This design comes from an exercise in tuning for a short achievable clock period and few clock cycles on the open sky130 flow, not from production work. Only simulation tests tie the RTL to the original design; equivalence was not proved. Power is estimated from default activity; no workload was simulated.

### design/flow/design.v
`timescale 1ns / 1ps
module CPU(
    input clk,rst,
    input [31:0]mem_rdata,
    output [7:0]mem_addr,
    output [31:0]mem_wdata,
    output mem_we
    );
    reg  [7:0]  fpc;                  
    reg         vD;
    reg  [31:0] irD;
    reg  [7:0]  pcD;
    reg         ptD;                  
    reg         hitD;
    reg  [1:0]  ctrD;
    reg         x_add, x_sub, x_and, x_or, x_xor, x_nor, x_slt;
    reg         x_ld, x_st, x_beq, x_bne, x_j;
    reg  [31:1] x_wen;                
    reg         x_imm;                
    reg  [31:0] immX;
    reg  [31:0] aX, bX;
    reg         fwdA, fwdB;
    reg  [7:0]  pcX, tgtX, pc1X;
    reg         ptX;                  
    reg         hitX;
    reg  [1:0]  ctrX;
    reg  [31:0] lw_val;               
    wire [31:0] rf_wd;
    wire [32*32-1:0] rf_flat;
    assign rf_flat[31:0] = 32'd0;
    genvar g;
    generate
        for (g = 1; g < 32; g = g + 1) begin : R
            reg [31:0] r;
            always @(posedge clk or posedge rst)
                if (rst) r <= 32'd0;
                else if (x_wen[g]) r <= rf_wd;
            assign rf_flat[g*32 +: 32] = r;
        end
    endgenerate
    reg         btb_v   [0:31];
    reg  [2:0]  btb_tag [0:31];
    reg  [7:0]  btb_tgt [0:31];
    reg  [1:0]  btb_ctr [0:31];
    wire [4:0]  fidx = fpc[4:0];
    wire        f_hit = btb_v[fidx] && (btb_tag[fidx] == fpc[7:5]);
    wire [1:0]  f_ctr = btb_ctr[fidx];
    wire        f_pt  = f_hit && f_ctr[1];
    wire [7:0]  f_tgt = btb_tgt[fidx];
    wire [31:0] opA = fwdA ? lw_val : aX;
    wire [31:0] opBr = fwdB ? lw_val : bX;
    wire [31:0] opB = x_imm ? immX : opBr;
    wire [31:0] sum  = opA + (x_sub | x_slt ? ~opB : opB) + {31'd0, x_sub | x_slt};
    wire        lt   = (opA[31] != opB[31]) ? opA[31] : sum[31];
    wire [31:0] alu_res =
          ({32{x_add | x_sub}} & sum)
        | ({32{x_and}} & (opA & opB))
        | ({32{x_or }} & (opA | opB))
        | ({32{x_xor}} & (opA ^ opB))
        | ({32{x_nor}} & ~(opA | opB))
        | ({32{x_slt}} & {31'd0, lt});
    wire        x_mem = x_ld | x_st;
    wire [7:0]  daddr = opA[7:0] + immX[7:0];
    assign rf_wd = x_ld ? mem_rdata : alu_res;
    wire        x_wr = |x_wen;
    wire        eq = (opA == opBr);
    wire        x_br = x_beq | x_bne;
    wire        taken = (x_beq & eq) | (x_bne & ~eq);
    wire        x_redir = x_br & (taken != ptX);
    wire [7:0]  x_rtgt = taken ? tgtX : pc1X;
    assign mem_addr  = x_mem ? daddr : fpc;
    assign mem_wdata = opBr;
    assign mem_we    = x_st;
    wire [5:0]  op = irD[31:26];
    wire [5:0]  fn = irD[5:0];
    wire [4:0]  rs = irD[25:21];
    wire [4:0]  rt = irD[20:16];
    wire [4:0]  rd = irD[15:11];
    wire [31:0] imm = {{16{irD[15]}}, irD[15:0]};
    wire d_r    = (op == 6'h00);
    wire d_add  = (d_r & (fn == 6'h20)) | (op == 6'h08);
    wire d_sub  = (d_r & (fn == 6'h22));
    wire d_and  = (d_r & (fn == 6'h24)) | (op == 6'h0c);
    wire d_or   = (d_r & (fn == 6'h25)) | (op == 6'h0d);
    wire d_xor  = (d_r & (fn == 6'h26)) | (op == 6'h0e);
    wire d_nor  = (d_r & (fn == 6'h27));
    wire d_slt  = (d_r & (fn == 6'h2a)) | (op == 6'h0a);
    wire d_ld   = (op == 6'h23);
    wire d_st   = (op == 6'h2b);
    wire d_beq  = (op == 6'h04);
    wire d_bne  = (op == 6'h05);
    wire d_j    = (op == 6'h02);
    wire d_immop = (op == 6'h08) | (op == 6'h0c) | (op == 6'h0d) | (op == 6'h0e) | (op == 6'h0a);
    wire d_ralu = d_r & ((fn == 6'h20) | (fn == 6'h22) | (fn == 6'h24) | (fn == 6'h25) |
                         (fn == 6'h26) | (fn == 6'h27) | (fn == 6'h2a));
    wire [4:0] d_dst = d_ralu ? rd : rt;
    wire       d_wr  = d_ralu | d_immop | d_ld;
    wire [7:0] d_pc1 = pcD + 8'd1;
    wire [7:0] d_btgt = d_pc1 + irD[7:0];
    wire [7:0] d_jtgt = irD[7:0];
    wire [7:0] d_tgt = d_j ? d_jtgt : d_btgt;
    wire d_br = d_beq | d_bne;
    wire d_wantt = d_j | (d_br & irD[15]) | (d_br & ptD);
    wire d_redir = vD & (d_wantt != ptD);
    wire [7:0] d_rtgt = d_wantt ? d_tgt : d_pc1;
    wire [4:0] x_dst_now;
    function [4:0] enc32;
        input [31:1] v;
        integer k;
        begin
            enc32 = 5'd0;
            for (k = 1; k < 32; k = k + 1)
                if (v[k]) enc32 = enc32 | k[4:0];
        end
    endfunction
    assign x_dst_now = enc32(x_wen);
    wire [31:0] rf_a = rf_flat[rs*32 +: 32];
    wire [31:0] rf_b = rf_flat[rt*32 +: 32];
    wire fetch = ~x_mem;              
    wire [7:0] f_next = f_pt ? f_tgt : fpc + 8'd1;
    integer i;
    always @(posedge clk or posedge rst) begin
        if (rst) begin
            fpc  <= 8'd0;
            vD   <= 1'b0;
            {x_add, x_sub, x_and, x_or, x_xor, x_nor, x_slt} <= 7'd0;
            {x_ld, x_st, x_beq, x_bne, x_j} <= 5'd0;
            x_wen <= 31'd0;
            for (i = 0; i < 32; i = i + 1) btb_v[i] <= 1'b0;
        end else begin
            if (x_redir) begin
                fpc <= x_rtgt;
                vD  <= 1'b0;
            end else if (d_redir) begin
                fpc <= d_rtgt;
                vD  <= 1'b0;
            end else if (fetch) begin
                fpc <= f_next;
                vD  <= 1'b1;
            end else begin
                vD  <= 1'b0;
            end
            if (vD & ~x_redir) begin
                {x_add, x_sub, x_and, x_or, x_xor, x_nor, x_slt} <= {d_add, d_sub, d_and, d_or, d_xor, d_nor, d_slt};
                {x_ld, x_st, x_beq, x_bne, x_j} <= {d_ld, d_st, d_beq, d_bne, d_j};
                for (i = 1; i < 32; i = i + 1) x_wen[i] <= d_wr & (d_dst == i);
            end else begin
                {x_add, x_sub, x_and, x_or, x_xor, x_nor, x_slt} <= 7'd0;
                {x_ld, x_st, x_beq, x_bne, x_j} <= 5'd0;
                x_wen <= 31'd0;
            end
            if ((x_br & taken) | x_j)
                btb_v[pcX[4:0]] <= 1'b1;
        end
    end
    always @(posedge clk) begin
        if (fetch) begin
            irD  <= mem_rdata;
            pcD  <= fpc;
            ptD  <= f_pt;
            hitD <= f_hit;
            ctrD <= f_ctr;
        end
        x_imm <= d_immop | d_ld | d_st;
        immX  <= imm;
        aX    <= rf_a;
        bX    <= rf_b;
        fwdA  <= x_wr & (x_dst_now == rs);
        fwdB  <= x_wr & (x_dst_now == rt);
        pcX   <= pcD;
        tgtX  <= d_tgt;
        pc1X  <= d_pc1;
        ptX   <= d_wantt;
        hitX  <= hitD;
        ctrX  <= ctrD;
        if (x_wr)
            lw_val <= rf_wd;
        if ((x_br & taken) | x_j) begin
            btb_tag[pcX[4:0]] <= pcX[7:5];
            btb_tgt[pcX[4:0]] <= tgtX;
            btb_ctr[pcX[4:0]] <= x_j ? 2'd3 : (hitX ? (ctrX == 2'd3 ? 2'd3 : ctrX + 2'd1) : 2'd2);
        end else if (x_br & hitX) begin
            btb_ctr[pcX[4:0]] <= (ctrX == 2'd0) ? 2'd0 : ctrX - 2'd1;
        end
    end
endmodule
### design/flow/run.sh
#!/bin/bash
# synth_recipe.tcl (not shown) runs the flow's synth.tcl, then flattens the netlist and writes it again
# the make line also repeats each setting of config.mk as NAME=value (left out here)
make -C /OpenROAD-flow-scripts/flow DESIGN_CONFIG=/design/flow/config.mk WORK_HOME=/design/flow/orfs CLKGATE_MAP_FILE= SYNTH_SCRIPT=/design/flow/synth_recipe.tcl finish
### design/flow/config.mk
export PLATFORM = sky130hd
export DESIGN_NAME = CPU
export DESIGN_NICKNAME = CPU
export VERILOG_FILES = /design/flow/design.v
export SDC_FILE = /design/flow/constraint.sdc
export NUM_CORES = 8
export LEC_CHECK = 0
export CAP_MARGIN = 20
export CORE_MARGIN = 2
export CORE_UTILIZATION = 30
export SLEW_MARGIN = 20
### design/flow/constraint.sdc
create_clock -name core_clock -period 9.0 [get_ports {clk}]
set_input_delay 1.8000 -clock core_clock [delete_from_list [all_inputs] [get_ports {clk}]]
set_output_delay 1.8000 -clock core_clock [all_outputs]
set_load 0.01 [all_outputs]
==> notes.md <==
* Critical path peak fanout at 33
* CTS root buf: clkbuf_16
* Final core occ at 0.341
* Row count at 195
* Endpoints failing setup at 0
* Design area at 96300 µm²
* GR Layer Usage met2 at 0.296
* Initial drt markers at 5621
* Max Fclk at 148 MHz
* Area leader, netlist: dfrtp_1
* Routed len/inst at 27.4 µm
* Synth Area in Simple Gates at 0.0456
* Vias in the first global route at 55000
* H-tree Lvls at 4
* Slew HR at 0.219
* GRT Residual Overflow at 0
* Num CTS Buffers at 182
* Largest family of logic cells by synthesized area: multiplexers
* Number of synthesized flops with an enable pin at 492
* Post-CTS sizing at 0
* Synth Register Bits at 1679
* Initial antenna violation count at 15
* Main synth FF type: dfrtp_1
* PD cells at 216 nW/µm²
* Tcrit/Tclk final at 0.752
* Synth async-reset ratio at 0.641
* Worst Setup End Kind: output pin
* Leakage at 0.0380 µW
* DIE AREA at 289000 µm²
* Synth top area share at 0.316
* Routed wire length at 266 mm
* Status: finished clean
* Die height at 537 µm
* Die width at 537 µm
* Via Count at 53900
* Post-synthesis sequential area ratio at 0.515
* CTS Buffer Depth at 3
* Compound-Gate Fraction of Synth Area at 0.0632
* Adder-cell area share of the yosys netlist at 0.0184
* Post-CTS Setup Repair Bufs at 0
* Port bufs at 74
* Largest net degree at the start of global routing at 172
* Hold buffer count at cts at 0
* Placed cell area at 89900 µm²
* CP Class: reg2out
* Mux contribution to synthesized area at 0.308
* Worst Tran Pin Value at 1.17 ns
* Synth cell count leaders: dfrtp_1 (1076), mux2_2 (847), mux4_2 (700)
* Distinct cells, synth at 100
* Core area at 283000 µm²
* Hold crit path type: reg2reg
* Endpoints failing hold at 0
* Mapped Nets at 6129
* M3 GR Usage at 0.0268
* Num Clock Sinks at 1679
* Worst endpoint required time at 7.20 ns
* Mean Syn Cell Area at 14.3 µm²
* Initial Utilization at 0.302
* Nets@finish at 5975
* Max_cap viols at 0
* First drt pass iteration count at 8
* Arrival time at the worst endpoint at 4.97 ns
* Drt drc at 0
* CTS clock-pin slew for the worst setup and hold paths at 0.06 ns
* Reg2reg start: fwdB
* Worst setup SP type: flop
* Synth Instances at 5972
* Vias per cell at 5.54
* Met1 GRT Util at 0.241
* Clock skew at 0.0889 ns
* Min cycle time layout at 6.77 ns
* XOR/XNOR share of the synthesized area at 0.0161
* I/O pin count at 75
* RSZ-0062 raised after global routing: false
* Layout area overhead at 12.9%
* Gpl congestion at 0.892
* Worst-skew pair later-pin latency at 0.86 ns
* Maximum vdd drop at 0.000168 V
* Largest cells by area after synthesis: dfrtp_1 (32%), mux4_2 (18%), edfxtp_1 (17%)
* Crit path from: fwdA
* Share of cells above drive strength 1 at 0.357
* Most numerous cell in the Yosys netlist: dfrtp_1
* Ys Warns at 2
* GRT Overall Usage at 0.183
* First-pass GRT wire length at 389 mm
* Synthesized area at 85300 µm²
* ANT nets after route at 0
* CTS tree: yes
* Global routing's busiest layer: met2
* Hold path start: ctrD[1]
* Placed wire-length estimate at 161 mm
* Final Max Slew Viols at 0
[worst paths after layout]
check | cells past startpoint | endpoint | slack, ns
min in group asynchronous | 2 | R[8].r[20] | 1.47
setup / recovery | 13 | mem_addr[7] | 2.23
setup reg to reg | 15 | R[6].r[26] | 3.70
hold reg to reg | 0 | ctrX[1] | 0.30
max in group asynchronous | 4 | R[20].r[31] | 5.41
hold / removal | 0 | ctrX[1] | 0.30
[layout by cell type, fill, tap and decap left out, types with 26 or more instances in the layout]
| master | netlist | final |
|---|---|---|
| clkdlybuf4s50_1 | 0 | 74 |
| clkinv_2 | 0 | 39 |
| a22o_1 | 65 | 65 |
| dfxtp_1 | 111 | 106 |
| xnor2_1 | 80 | 80 |
| o221ai_2 | 29 | 29 |
| edfxtp_1 | 492 | 492 |
| a21oi_1 | 322 | 319 |
| dfrtp_4 | 0 | 32 |
| clkbuf_1 | 410 | 40 |
| nand3_1 | 67 | 67 |
| dfrtp_1 | 1076 | 1040 |
| nand2_1 | 200 | 200 |
| nor4_1 | 28 | 28 |
| clkbuf_16 | 0 | 185 |
| buf_4 | 6 | 114 |
| ha_1 | 120 | 120 |
| a21o_1 | 29 | 29 |
| nor2_1 | 383 | 366 |
| mux4_2 | 700 | 700 |
| o22ai_1 | 43 | 43 |
| xor2_1 | 77 | 77 |
| mux2i_1 | 78 | 78 |
| o21ai_0 | 75 | 75 |
| mux2_2 | 847 | 847 |
| nor3_1 | 62 | 61 |
| inv_1 | 174 | 172 |
| o21bai_1 | 27 | 26 |
[routing by layer]
layer,share of wire,vias to the layer above
met5,0.000079,-
met4,0.052,4
met3,0.068,555
met2,0.47,2138
met1,0.41,28800
li1,-,22400
[cells by family after synthesis]
logic type | count (synthesis)
flops | 1679
mux | 1638
simple gates | 865
compound gates | 789
buf+inv | 720
xor+xnor | 157
fa+ha+maj | 124
[sequential cells by signal, indices dropped and copies added (netlist names), 2 cells and up]
register / cells
R.r: 992
aX: 32
bX: 32
btb_ctr: 64
btb_tag: 96
btb_tgt: 256
btb_v: 32
ctrD: 2
ctrX: 2
fpc: 8
immX: 16
irD: 32
lw_val: 32
pc1X: 8
pcD: 8
pcX: 8
tgtX: 8
x_wen: 31
[report_power, final]
part           switching (µW)  total, µW  internal, µW
Combinational            2310       3950          1650
Sequential                479       8990          8510
Clock                    3280       7830          4550
[metrics by stage]
step           power (µW)  hold slack, ns  setup TNS, ns  setup WS, ns  cells
3_3_place_gp        13000           0.327              0          3.01   9375
3_5_place_dp        13100           0.329              0          3.10   9375
6_report            20800           0.297              0          2.23   9728
2_1_floorplan       11700           0.323       -8222.03         -7.64   5972
4_1_cts             20900           0.297              0          2.15   9719
5_1_grt             21500           0.318              0          2.00   9723
[layout make-up]
type | count | area [µm²]
fill | 27100 | 186000
clock inverter | 96 | 1170
antenna | 7 | 17.5
timing repair buffer | 203 | 1890
clock buffer | 248 | 5100
inverter | 179 | 676
multi-input combinational | 3573 | 38700
sequential | 1679 | 44100
tap | 3743 | 4680
[critical path, cell delays in order, from the launching register on]
cell	delay, ns
dfxtp_4	0.42
buf_4	0.58
mux2i_1	0.40
inv_1	0.16
ha_1	0.30
inv_1	0.11
o21bai_1	0.10
a21oi_1	0.24
nor2_1	0.07
o21ai_0	0.14
nand2b_1	0.11
xnor2_1	0.13
o21ai_0	0.66
clkdlybuf4s50_1	0.68
Testbench counts, summed over its fixed seeds: cycles 104,039.

## re-timing with driven ports
The flow's constraints put no driver on any port. The routed layout listed below was extracted and timed again, unchanged, in two steps.
Step 1 (the two cells are an assumption about what drives the block):
set clk [get_ports {clk}]
set_driving_cell -lib_cell sky130_fd_sc_hd__clkbuf_16 $clk
set_driving_cell -lib_cell sky130_fd_sc_hd__buf_2 [delete_from_list [all_inputs] $clk]
Step 2, shift: input delay + t, output delay - t, t = (earliest + latest rising clock arrival at the registers) / 2. This alone moves slack from input paths to output paths.
Slacks: ideal / step 1 / step 2; pairs: ideal / step 1.
t (ns): 0.913
setup slack, ns: 2.228 / 2.132 / 3.046
slew at the worst register clock pin (ns): 0.06 / 0.06
worst data-port slew with drivers (ns): 0.18
pins driven straight from the clock port: 1
After both steps setup and hold are still met in this run. The setup slack of this run moves by -0.096 ns with the drivers and by +0.818 ns with both steps.
